This design comes from an exercise in tuning for small area and a short achievable clock period on the open sky130 flow, not from production work. No functional check of the RTL was part of any run shown here.

==> flow/design.v (outline; a module is shown in full before it is edited, if it fits) <==
// module direct_FIR: 1533 lines
// module fa3: 6 lines
// module synthesis_direct_FIR: 8 lines
module synthesis_direct_FIR(out, inp, clk, rstn);
  // ...
==> flow/flow/run.sh <==
#!/bin/bash
# Own layout flow: the standard ORFS flow, with the port buffers built
# from regular buffers instead of delay buffers, and setup repair asked to
# leave a margin (SETUP_MARGIN ns) so that it also works on paths that
# already meet the design's clock period.
set -euo pipefail
cd "$(dirname "$0")/.."
export BUFFER_PORTS_ARGS="-buffer_cell sky130_fd_sc_hd__buf_2"
export SETUP_SLACK_MARGIN=${SETUP_MARGIN:-8.25}
bash standard.sh > standard_make.log 2>&1
==> flow/standard.sh <==
#!/bin/bash
# synth_recipe.tcl (not shown) runs the flow's synth.tcl, then flattens the netlist and writes it again
# the make line also repeats each setting of config.mk as NAME=value (left out here)
make -C /OpenROAD-flow-scripts/flow DESIGN_CONFIG=/design/flow/config.mk WORK_HOME=/design/flow/orfs CLKGATE_MAP_FILE= SYNTH_SCRIPT=/design/flow/synth_recipe.tcl "${@:-finish}"
==> flow/config.mk <==
export PLATFORM = sky130hd
export DESIGN_NAME = synthesis_direct_FIR
export DESIGN_NICKNAME = synthesis_direct_FIR
export VERILOG_FILES = /design/flow/design.v
export SDC_FILE = /design/flow/constraint.sdc
export NUM_CORES = 4
export LEC_CHECK = 0
export CAP_MARGIN = 20
export CORE_MARGIN = 2
export CORE_UTILIZATION = 65
export CTS_BUF_LIST = sky130_fd_sc_hd__clkbuf_16
export CTS_CLUSTER_DIAMETER = 80
export CTS_CLUSTER_SIZE = 25
export SLEW_MARGIN = 20
export SYNTH_HIERARCHICAL = 1
export SYNTH_MINIMUM_KEEP_SIZE = 0
==> flow/constraint.sdc <==
create_clock -name core_clock -period 11.5 [get_ports {clk}]
set_input_delay 2.3000 -clock core_clock [delete_from_list [all_inputs] [get_ports {clk}]]
set_output_delay 2.3000 -clock core_clock [all_outputs]
set_load 0.01 [all_outputs]
==> flow_metrics.env, run 1 <==
export IMPL_number_of_buffers_added_by_the_clock_tree_synthesis_step=14
export IMPL_worst_slack_ps=8040
export IMPL_worst_hold_path_num_cells=0
export IMPL_number_of_cells_on_the_critical_path=6
export IMPL_worst_path_dominant_cell_family="adder cells"
export IMPL_critPathLaunch="DIR_FIR.x1[4]$_DFF_P_"
export IMPL_synth_main_ff_cell="sky130_fd_sc_hd__dfxtp_1"
export IMPL_min_to="DIR_FIR.x5[11]$_DFF_P_"
export IMPL_critPathMaxFanout=3
export IMPL_mappedNetlistNets=1507
export IMPL_multi_input_area_sq_um=10300
export IMPL_final_min_period_over_clock_period_pct=30.1
export IMPL_placeable_core_region_sq_um=22000
export IMPL_clockRootBuffer="sky130_fd_sc_hd__clkbuf_16"
export IMPL_critical_path_n_buffers_inverters=0
export IMPL_critPathArrivalTime_ps=3820
export IMPL_post_cts_setup_buffers=31
export IMPL_criticalPathCategory="register to register"
export IMPL_drv_max_cap_violation_count=0
export IMPL_hold_viol=0
export IMPL_run_status="timing/DRC/antenna clean"
export IMPL_gp_congestion=1.08
export IMPL_chipHeight_microns=154
export IMPL_ioPinCount=44
export IMPL_detailed_place_area_sq_um=15200
==> run 2: changes to the inputs <==
--- a/flow/flow/run.sh
+++ b/flow/flow/run.sh
@@ -6,5 +6,5 @@
 set -euo pipefail
 cd "$(dirname "$0")/.."
 export BUFFER_PORTS_ARGS="-buffer_cell sky130_fd_sc_hd__buf_2"
-export SETUP_SLACK_MARGIN=${SETUP_MARGIN:-8.25}
+export SETUP_SLACK_MARGIN=${SETUP_MARGIN:-8.1}
 bash standard.sh > standard_make.log 2>&1
==> run 2 against run 1 <==
Cell count down 1.1%. Clock-buffer cell count fell by 1. Utilization shrank 1.7 points. Setup slack worse by 26 ps. Largest cell class unchanged. First-iteration DRC count is 2.1% higher. Still clean. Synthesized cell count did not move. Via count decreased by 3.1%. Fmax shrank 0.73%.
==> flow_metrics.env, run 2 <==
export IMPL_fin_util_pct=74.5
export IMPL_largest_register="DIR_FIR.out"
export IMPL_via_per_inst=5.76
export IMPL_total_global_routing_overflow=0
export IMPL_clock_latency_late_sink_ps=520
export IMPL_yosysMostFrequentCell="sky130_fd_sc_hd__fa_1"
export IMPL_gp_congestion=1.05
export IMPL_timing_hold_worst_start="DIR_FIR.x4[11]$_DFF_P_"
export IMPL_synth_seq_cells=205
export IMPL_critPathArrivalTime_ps=3890
export IMPL_drive_gt1_share_pct=22.2
export IMPL_yosysWarningCount=7
export IMPL_placement_setup_worst_slack_ps=7780
export IMPL_antenna_violating_nets_post_route=0
export IMPL_criticalPathCategory="register to register"
export IMPL_most_common_cell_after_layout_fill_and_taps_aside="sky130_fd_sc_hd__fa_1"
export IMPL_std_cell_rows=54
export IMPL_drt_total_wl_mm=38.5
export IMPL_flow_area_growth_from_synthesis_pct=12.2
export IMPL_synth_cells_most_frequent="390 x sky130_fd_sc_hd__fa_1, 205 x sky130_fd_sc_hd__dfxtp_1, 180 x sky130_fd_sc_hd__inv_1, 71 x sky130_fd_sc_hd__ha_1, 23 x sky130_fd_sc_hd__a21oi_1"
export IMPL_synth_main_ff_cell="sky130_fd_sc_hd__dfxtp_1"
export IMPL_timing_hold_worst_class="register to register"
export IMPL_number_of_buffers_added_by_the_clock_tree_synthesis_step=14
export IMPL_ioPinCount=44
export IMPL_hpwlAfterDp_mm=33.3
export IMPL_cts_reportedPaths_clkPinSlew_ps=100
export IMPL_drtPass1Iterations=7
export IMPL_drv_max_cap_violation_count=0
export IMPL_yosysUniqueCellTypes=44
export IMPL_clock_skew_final_ps=50.9
export IMPL_chipHeight_microns=154
export IMPL_worst_slack_ps=8020
export IMPL_r2r_start="DIR_FIR.x1[4]$_DFF_P_"
export IMPL_port_buffers=43
export IMPL_end_kind="register"
export IMPL_clockRootBuffer="sky130_fd_sc_hd__clkbuf_16"
export IMPL_num_fill_cells=1362
export IMPL_antenna_found_initial=2
export IMPL_clock_sinks=205
export IMPL_drt_iter0_drc=835
export IMPL_placeable_core_region_sq_um=22000
export IMPL_multi_input_area_sq_um=10100
export IMPL_via_count_of_the_first_global_routing_pass=9165
export IMPL_timing_final_setup_violations=0
export IMPL_pin_slew_with_the_least_headroom_to_its_limit_ps=504
export IMPL_cts_max_level=1
export IMPL_largest_register_ff_count=26
export IMPL_synthesized_area_per_cell_sq_um=14.2
export IMPL_clock_tree_buf_depth=3
export IMPL_largest_net_degree_at_the_start_of_global_routing=26
export IMPL_detail_route_wl_per_cell_microns=27.4
export IMPL_netlist_instances=1028
export IMPL_die_w_microns=154
export IMPL_grt_first_pass_wirelength_mm=58.0
export IMPL_final_min_period_over_clock_period_pct=30.3
export IMPL_setup_tns_final_ps=0
export IMPL_min_to="DIR_FIR.x5[11]$_DFF_P_"
export IMPL_slew_viol_final=0
export IMPL_max_slew_margin_pct=66.4
export IMPL_synth_async_sr_flop_share_pct=0
export IMPL_hold_viol=0
export IMPL_final_seq_area_sq_um=4270
export IMPL_finalWorstPathRequiredPeriod_ps=3480
export IMPL_die_area_sq_um=23700
export IMPL_area_share_of_the_leading_cell_type_in_the_synthesized_netlist_pct=53.5
export IMPL_start_util_pct=66.4
export IMPL_routed_via_count=8093
export IMPL_tritoncts="done"
export IMPL_register_area_share_after_synthesis_pct=28.1
export IMPL_rr_endpoint="DIR_FIR.q40$_DFF_P_"
export IMPL_total_track_usage_pct=35.0
export IMPL_rrSetupSlack_ps=8020
export IMPL_unrepaired_setup_endpoints_after_global_routing="yes"
export IMPL_run_status="timing/DRC/antenna clean"
export IMPL_remaining_drc_errors=0
export IMPL_yosys_top_cells_area="sky130_fd_sc_hd__fa_1 54%, sky130_fd_sc_hd__dfxtp_1 28%, sky130_fd_sc_hd__ha_1 6.1%"
export IMPL_nNetsFinal=1599
export IMPL_layout_cells_most_common_list="343 x sky130_fd_sc_hd__fa_1, 180 x sky130_fd_sc_hd__inv_1, 136 x sky130_fd_sc_hd__dfxtp_1"
export IMPL_mappedNetlistNets=1507
export IMPL_mappedNetlistArea_sq_um=14600
export IMPL_worst_hold_path_num_cells=0
export IMPL_synth_area_leader_cell="sky130_fd_sc_hd__fa_1"
export IMPL_synth_enable_flop_cells=0
export IMPL_kind_of_start_point_of_the_critical_path="register"
export IMPL_critPathMaxFanout=2
export IMPL_fmax_ghz=0.287
export IMPL_register_to_register_path_depth=6
export IMPL_cts_hold_repair_buffers=0
export IMPL_worstPathRequired_ps=11910
run 2: critical path, stage by stage (launching register included):
cell                      delay (ps)
sky130_fd_sc_hd__dfxtp_4         370
sky130_fd_sc_hd__fa_2            620
sky130_fd_sc_hd__fa_1            430
sky130_fd_sc_hd__fa_2            570
sky130_fd_sc_hd__fa_1            440
sky130_fd_sc_hd__fa_1            520
sky130_fd_sc_hd__fa_2            440
run 2: what timing repair did:
item | CTS | global route
setup buffers | 18 | 19
endpoints found under the setup margin | 17 | 22
pin swaps | 14 | 29
gates resized for setup | 123 | 56
run 2: kinds of logic (layout without fill, tap and decap cells):
kind of cell	Yosys count	count (layout)	synth area share, %
xor+xnor	22	22	1.32
compound gates	68	68	3.05
fa+ha+maj	461	461	59.6
mux	2	2	0.137
other cells	0	1	0
flops	205	205	28.1
simple gates	86	86	2.99
buf+inv	184	281	4.77
run 2: routing by layer:
metal  share of wire [%]  up-vias  GRT usage (%)
met1                  40     4246           49.6
li1                    -     3302              -
met3                  11       88           11.6
met5                   0        -              0
met4                 3.3        0           8.95
met2                  45      457           53.5
run 2: stage by stage:
stage          hold WS, ps  area [sq um]  instances
2_1_floorplan          372         14600       1028
3_3_place_gp           387         15100       1347
3_5_place_dp           401         15100       1347
4_1_cts                393         16000       1386
5_1_grt                401         16400       1406
6_report               395         16400       1406
run 2: final cells by class:
cell class	count	share of cell area, %
antenna	1	0.0153
clock buffer	14	2.14
clock inverter	7	0.619
inverter	180	4.13
multi-input combinational	639	61.8
sequential	205	26.1
tap	280	2.14
timing repair buffer	80	3.09
run 2: Yosys stat by module, one instance, submodules excluded, a selection:
module / area (sq um) / flip-flops and latches / cells inside
direct_FIR: 6800 / 205 / 639
fa3: 20.0 / 0 / 1
run 2: how the worst max path moves through the flow:
stage | start | to | slack (ps) | depth (start not counted)
after floorplan | DIR_FIR.x4[5]$_DFF_P_ | DIR_FIR.q40$_DFF_P_ | 8120 | 6
after global placement | DIR_FIR.x0[10]$_SDFF_PN0_ | DIR_FIR.q48$_DFF_P_ | 7770 | 6
after detailed placement | DIR_FIR.x0[10]$_SDFF_PN0_ | DIR_FIR.q48$_DFF_P_ | 7780 | 6
after CTS | DIR_FIR.x3[3]$_DFF_P_ | DIR_FIR.q40$_DFF_P_ | 8020 | 6
after global routing | DIR_FIR.q38$_DFF_P_ | DIR_FIR.out[22]$_DFF_P_ | 7950 | 13
final | DIR_FIR.x1[4]$_DFF_P_ | DIR_FIR.q40$_DFF_P_ | 8020 | 6

-- separate check: timing with driven ports --
How much do the figures lean on ideal ports? The routed layouts below were timed once more, with nothing changed but the port constraints. Step 1: set_driving_cell puts a clkbuf_16 on clk and a buf_2 on each other input, an assumption about the parent block. Step 2 adds t to the input delays and takes it off the output delays; t is the mean of the earliest and latest rising clock arrival at the registers after step 1. Input paths then give back, and output paths get back, about the clock's delay inside the block. a / b / c = no drivers / after step 1 / after step 2; a / b = the first two.
run	t (ns)	setup slack, ns	worst setup path at the end
run 1	0.545	8.043 / 8.043 / 8.043	register to register
run 2	0.546	8.017 / 8.017 / 8.017	register to register
After both steps setup and hold are still met in every run listed.
